What follows belongs to an exercise in optimizing a design on an open flow for a short achievable clock period and few clock cycles; a production flow would make more cautious choices. The clock port is modelled as an ideal driver; clocking choices that lean on that would not hold on a real chip. No activity file was given, so power comes from the tool's default toggle rates.

// ARMLEG
module ARMLEG (
	input CLOCK,
	input RESET,
	output [63:0] imem_addr,
	input [31:0] imem_data,
	output [63:0] dmem_addr,
	output [63:0] dmem_wdata,
	output dmem_we,
	output dmem_re,
	input [63:0] dmem_rdata
);
For scale: about 15000 cells after synthesis, about 290 I/O pins.
export LEC_CHECK = 0
export CAP_MARGIN = 20
export CORE_MARGIN = 2
export CORE_UTILIZATION = 35
export GPL_TIMING_DRIVEN = 1
export SETUP_SLACK_MARGIN = 5
export SLEW_MARGIN = 20
export SYNTH_HIERARCHICAL = 1
create_clock -name core_clock -period 8.0 [get_ports {CLOCK}]
standard.sh (not shown) runs the stock make flow with config.mk's settings and CLKGATE_MAP_FILE= SYNTH_SCRIPT=/design/flow/synth_recipe.tcl, a recipe that flattens the netlist after the stock synthesis.
==> flow/flow/run.sh <==
#!/bin/bash
# Layout flow: the standard synthesis, unchanged, then the standard ORFS
# steps with these settings changed:
#  - ports are buffered with a plain buffer (by default the port buffering
#    picks a delay cell, which the footprint-bound sizing then mostly keeps);
#  - the resizer may swap a cell for one of the same function with another
#    footprint;
#  - CTS ends with a second timing repair pass (flow/extra_repair.tcl).
# Each step's output is kept in a log of its own here.
set -euo pipefail
bash standard.sh synth > synth.log 2>&1
bash standard.sh "BUFFER_PORTS_ARGS=-buffer_cell sky130_fd_sc_hd__buf_6" MATCH_CELL_FOOTPRINT=0 \
	"POST_CTS_TCL=$PWD/flow/extra_repair.tcl" finish > layout.log 2>&1
==> flow/flow/extra_repair.tcl <==
# A second timing repair pass at the end of CTS (the first one, ORFS's own,
# often stops with paths it could still improve), then legalize again.
estimate_parasitics -placement
repair_timing_helper
set result [catch { detailed_placement } msg]
if { $result != 0 } {
  error "Detailed placement failed after the extra repair: $msg"
}
check_placement -verbose
estimate_parasitics -placement
report_worst_slack -max
The starting point finished clean.
Change:
- CORE_UTILIZATION: 35 -> 30
Clock-buffer cell count came out lower by 10. Final cell count is higher by 4.8%. Flip-flop and latch count does not change. Total power rises by 1.2%. Utilization fell by 5.5 points. Wire length climbs by 2.0%. Design area climbs by 1.4%.
No run of this note included a check of the RTL's function; only the layout flow was run.

* * *

Setup of v6:
The RTL this note starts from:
==> flow/design.v <==
module ARMLEG (
	input CLOCK,
	input RESET,
	output [63:0] imem_addr,
	input [31:0] imem_data,
	output [63:0] dmem_addr,
	output [63:0] dmem_wdata,
	output dmem_we,
	output dmem_re,
	input [63:0] dmem_rdata
);
	integer i;
	reg [9:0] pc;
	reg d_valid;
	reg d_isR, d_sub, d_and, d_orr, d_isLD, d_isST, d_isCBZ, d_wr;
	reg [4:0] d_rd;
	reg [30:0] d_rn_oh, d_r2_oh;    
	reg [30:0] d_sel1, d_sel2;      
	reg d_fw1, d_fw2;               
	reg d_fx1, d_fx2;               
	reg [8:0] d_imm;
	reg [9:0] d_tgt;
	reg x_isLD, x_isST, x_add, x_and, x_orr, x_sub, x_wr;
	reg [4:0] x_rd;
	reg [63:0] x_a, x_b, x_bi, x_addr;
	reg w_wr;
	reg [4:0] w_rd;
	reg [63:0] w_res;
	reg w_z;
	reg [63:0] rf [0:30];
	reg [30:0] zf;
	assign imem_addr = {52'b0, pc, 2'b00};
	wire [31:0] inst = imem_data;
	wire [10:0] op11 = inst[31:21];
	wire f_isB   = inst[31:26] == 6'b000101;
	wire f_isCBZ = inst[31:24] == 8'hB4;
	wire f_rt31  = inst[4:0] == 5'd31;
	wire f_isADD = op11 == 11'h458;
	wire f_isSUB = op11 == 11'h658;
	wire f_isAND = op11 == 11'h450;
	wire f_isORR = op11 == 11'h550;
	wire f_isLD  = op11 == 11'h7C2;
	wire f_isST  = op11 == 11'h7C0;
	wire f_isR   = f_isADD | f_isSUB | f_isAND | f_isORR;
	wire f_take = f_isB | (f_isCBZ & f_rt31);
	wire [9:0] f_tgtB = pc + inst[9:0];
	wire [9:0] f_tgtC = pc + inst[14:5];
	wire [9:0] f_seq = pc + 10'd1;
	wire [4:0] f_rn = inst[9:5];
	wire [4:0] f_r2 = f_isR ? inst[20:16] : inst[4:0];
	reg [30:0] f_rn_oh, f_r2_oh;
	always @(*) begin
		for (i = 0; i < 31; i = i + 1) begin
			f_rn_oh[i] = f_rn == i;
			f_r2_oh[i] = f_r2 == i;
		end
	end
	wire dwr = d_wr & d_valid;
	wire f_fx1 = dwr & (d_rd == f_rn);
	wire f_fx2 = dwr & (d_rd == f_r2);
	wire f_fw1 = x_wr & (x_rd == f_rn);
	wire f_fw2 = x_wr & (x_rd == f_r2);
	wire [63:0] x_sum = x_a + x_bi + {63'b0, x_sub};
	wire [63:0] x_andv = x_a & x_b;
	wire [63:0] x_orv = x_a | x_b;
	wire [63:0] x_out = ({64{x_isLD}} & dmem_rdata) | ({64{x_and}} & x_andv) |
	                    ({64{x_orr}} & x_orv) | ({64{x_add}} & x_sum);
	wire [63:0] x_p = x_a ^ x_bi;
	wire [63:0] x_g = x_a | x_bi;
	wire x_zsum = (x_p[0] == x_sub) & (&(x_p[63:1] ~^ x_g[62:0]));
	wire x_z = (x_isLD & ~|dmem_rdata) | (x_and & ~|x_andv) | (x_orr & ~|x_orv) | (x_add & x_zsum);
	assign dmem_addr = x_addr;
	assign dmem_wdata = x_b;
	assign dmem_we = x_isST;
	assign dmem_re = x_isLD;
	reg [63:0] rd1, rd2;
	always @(*) begin
		rd1 = {64{d_fw1}} & w_res;
		rd2 = {64{d_fw2}} & w_res;
		for (i = 0; i < 31; i = i + 1) begin
			rd1 = rd1 | ({64{d_sel1[i]}} & rf[i]);
			rd2 = rd2 | ({64{d_sel2[i]}} & rf[i]);
		end
	end
	wire zt_rf = (d_fw2 & w_z) | (|(d_sel2 & zf));
	wire [63:0] opa = d_fx1 ? x_out : rd1;
	wire [63:0] opb = d_fx2 ? x_out : rd2;
	wire [63:0] opbi = d_fx2 ? (x_out ^ {64{d_sub}}) : (rd2 ^ {64{d_sub}});
	wire stall = d_valid & (d_isLD | d_isST) & d_fx1;
	wire [9:0] a_lo = {1'b0, rd1[8:0]} + {1'b0, d_imm};
	wire [54:0] a_hi = rd1[63:9];
	wire [54:0] a_inc = a_hi + 55'd1;
	wire [54:0] a_dec = a_hi - 55'd1;
	wire [54:0] addr_hi = (a_lo[9] & ~d_imm[8]) ? a_inc : (~a_lo[9] & d_imm[8]) ? a_dec : a_hi;
	wire [63:0] addr = {addr_hi, a_lo[8:0]};
	wire zt = d_fx2 ? x_z : zt_rf;
	wire redirect = d_valid & d_isCBZ & zt;
	always @(posedge CLOCK) begin
		if (RESET)
			pc <= 10'd0;
		else if (redirect)
			pc <= d_tgt;
		else if (!stall)
			pc <= f_take ? (f_isB ? f_tgtB : f_tgtC) : f_seq;
		if (RESET || redirect)
			d_valid <= 1'b0;
		else if (!stall)
			d_valid <= 1'b1;
		if (!stall) begin
			d_isR <= f_isR;
			d_isLD <= f_isLD;
			d_isST <= f_isST;
			d_isCBZ <= f_isCBZ & ~f_rt31;
			d_wr <= (f_isR | f_isLD) & ~f_rt31;
			d_sub <= f_isSUB;
			d_and <= f_isAND;
			d_orr <= f_isORR;
			d_rd <= inst[4:0];
			d_imm <= inst[20:12];
			d_tgt <= f_tgtC;
			d_rn_oh <= f_rn_oh;
			d_r2_oh <= f_r2_oh;
			d_fx1 <= f_fx1;
			d_fx2 <= f_fx2;
			d_fw1 <= f_fw1;
			d_fw2 <= f_fw2;
			d_sel1 <= f_rn_oh & ~{31{f_fw1}};
			d_sel2 <= f_r2_oh & ~{31{f_fw2}};
		end else begin
			d_fx1 <= 1'b0;
			d_fx2 <= 1'b0;
			d_fw1 <= d_fx1;
			d_fw2 <= d_fx2;
			d_sel1 <= d_rn_oh & ~{31{d_fx1}};
			d_sel2 <= d_r2_oh & ~{31{d_fx2}};
		end
		if (RESET || stall || !d_valid) begin
			x_isLD <= 1'b0;
			x_isST <= 1'b0;
			x_wr <= 1'b0;
		end else begin
			x_isLD <= d_isLD;
			x_isST <= d_isST;
			x_wr <= d_wr;
		end
		x_add <= d_isR & ~d_and & ~d_orr;
		x_sub <= d_sub;
		x_and <= d_and;
		x_orr <= d_orr;
		x_rd <= d_rd;
		x_a <= opa;
		x_b <= opb;
		x_bi <= opbi;
		x_addr <= addr;
		if (RESET)
			w_wr <= 1'b0;
		else
			w_wr <= x_wr;
		w_rd <= x_rd;
		w_res <= x_out;
		w_z <= x_z;
		if (w_wr) begin
			rf[w_rd] <= w_res;
			zf[w_rd] <= w_z;
		end
	end
endmodule
Settings: LEC_CHECK=0, ABC_CLOCK_PERIOD_IN_PS=1000, CAP_MARGIN=20, CORE_MARGIN=2, CORE_UTILIZATION=40, GPL_TIMING_DRIVEN=1, SETUP_SLACK_MARGIN=5, SLEW_MARGIN=20; clock period 8.0 ns.
run.sh (not shown) runs the stock make flow with config.mk's settings and CLKGATE_MAP_FILE= SYNTH_SCRIPT=/design/flow/synth_recipe.tcl, a recipe that flattens the netlist after the stock synthesis.
Stock flow here: none of the scripts above is used.
Inputs modified between v6 and v7:
-- flow/config.mk --
<<< v6, line 6
export NUM_CORES = 8
export LEC_CHECK = 0
export ABC_CLOCK_PERIOD_IN_PS = 1000
export CAP_MARGIN = 20
export CORE_MARGIN = 2
>>> v7, line 6
export NUM_CORES = 8
export LEC_CHECK = 0
export ABC_CLOCK_PERIOD_IN_PS = 2500
export CAP_MARGIN = 20
export CORE_MARGIN = 2
--- outcome ---
[compare] base=v6 new=v7: clock latency on the worst-skew pair neither gained nor lost much, routed wire length closely matched the old numbers, wire length of the first global-routing pass closely matched the old numbers, simple logic cell fraction of the synthesized area saw little to no change, cell-internal power did not really move.
There was hardly any difference in routed wire length on met3 between v7 and v6.
~same synthesized cell count in v7 and v6
Function was not checked in any run of this note: the RTL went through the layout flow alone.

* * *

Setup of red:
ARMLEG, a different RTL version from the one above (not shown whole).
Size in the first run: ~290 I/O pins.
// ARMLEG
module ARMLEG (
	input CLOCK,
	input RESET,
	output [63:0] imem_addr,
	input [31:0] imem_data,
	output [63:0] dmem_addr,
	output [63:0] dmem_wdata,
	output dmem_we,
	output dmem_re,
	input [63:0] dmem_rdata
);
export LEC_CHECK = 0
export CAP_MARGIN = 20
export CORE_MARGIN = 2
export CORE_UTILIZATION = 30
export GPL_TIMING_DRIVEN = 1
export SETUP_SLACK_MARGIN = 5
export SLEW_MARGIN = 35
export SYNTH_HIERARCHICAL = 1
create_clock -name core_clock -period 8.0 [get_ports {CLOCK}]
standard.sh (not shown) runs the stock make flow with config.mk's settings and CLKGATE_MAP_FILE= SYNTH_SCRIPT=/design/flow/synth_recipe.tcl, a recipe that flattens the netlist after the stock synthesis.
Scripts as last shown in full above: flow/flow/run.sh, flow/flow/extra_repair.tcl
[inputs] blue vs red
# red
export LEC_CHECK = 0
export CAP_MARGIN = 20
export CORE_MARGIN = 2
export CORE_UTILIZATION = 30
export GPL_TIMING_DRIVEN = 1
export SETUP_SLACK_MARGIN = 5
export SLEW_MARGIN = 35
export SYNTH_HIERARCHICAL = 1
create_clock -name core_clock -period 8.0 [get_ports {CLOCK}]
# blue
export LEC_CHECK = 0
export CAP_MARGIN = 20
export CORE_MARGIN = 2
export CORE_UTILIZATION = 30
export GPL_TIMING_DRIVEN = 1
export SETUP_SLACK_MARGIN = 5
export SLEW_MARGIN = 20
export SYNTH_HIERARCHICAL = 1
create_clock -name core_clock -period 8.0 [get_ports {CLOCK}]
Notes after the runs:
- blue was carried through to the last stage, and its layout satisfied the timing, DRC and antenna checks.
- Measured against red, the total length of routed met3 wires of blue comes out at 1.14 times the reference value.
- Compared with red, in blue remaining max-slew budget at the tightest pin lost 9.7 points, share of the cycle needed by the critical path after routing picked up an extra 0.21 points, global routing met2 resource utilization picked up an extra 2.6 points.
- Core utilization of red is on par with blue.
- Number of nets in the layout of blue exceeds that of red slightly.
- Going from red to blue, final standard cell count with taps included and fillers excluded grows by about 0.4%.
- Summary: routed wire length, blue worse than red
- blue vs red, startpoint of the worst setup timing path: x_addr[34] vs x_bi[31]
- Number of placed instances, taps included delta for blue relative to red: 121 lower
- Looking at hold slack, blue sits 31 ps lower than red does.
Function was not checked in any run of this note: the RTL went through the layout flow alone.

[separate check: timing with driven ports]
No port has a modelled driver above. Below, the same layouts with a new extraction and two added sets of constraints. Step 1, drivers: a clkbuf_16 drives CLOCK and a buf_2 each remaining input, both assumed. Step 2 adds t to the input delays and takes it off the output delays; t is the mean of the earliest and latest rising clock arrival at the registers after step 1. Input paths then give back, and output paths get back, about the clock's delay inside the block. Three values: no drivers, after step 1, after step 2; two values: the first two.
run	t (ns)	setup slack, ns	cell pins on the clock port's net
the first run of note 1	1.081	4.675 / 4.642 / 3.803	1
the second run of note 1	1.131	4.726 / 4.715 / 3.741	1
v6	1.005	3.597 / 3.597 / 3.518	1
v7	1.005	3.597 / 3.597 / 3.518	1
red	1.036	4.794 / 4.727 / 3.818	1
blue	1.048	4.777 / 4.676 / 3.857	1
After both steps every run listed still meets setup and hold. The setup slack of the second run of note 1, which loses most, moves by -0.011 ns with the drivers and by -0.985 ns with both steps.
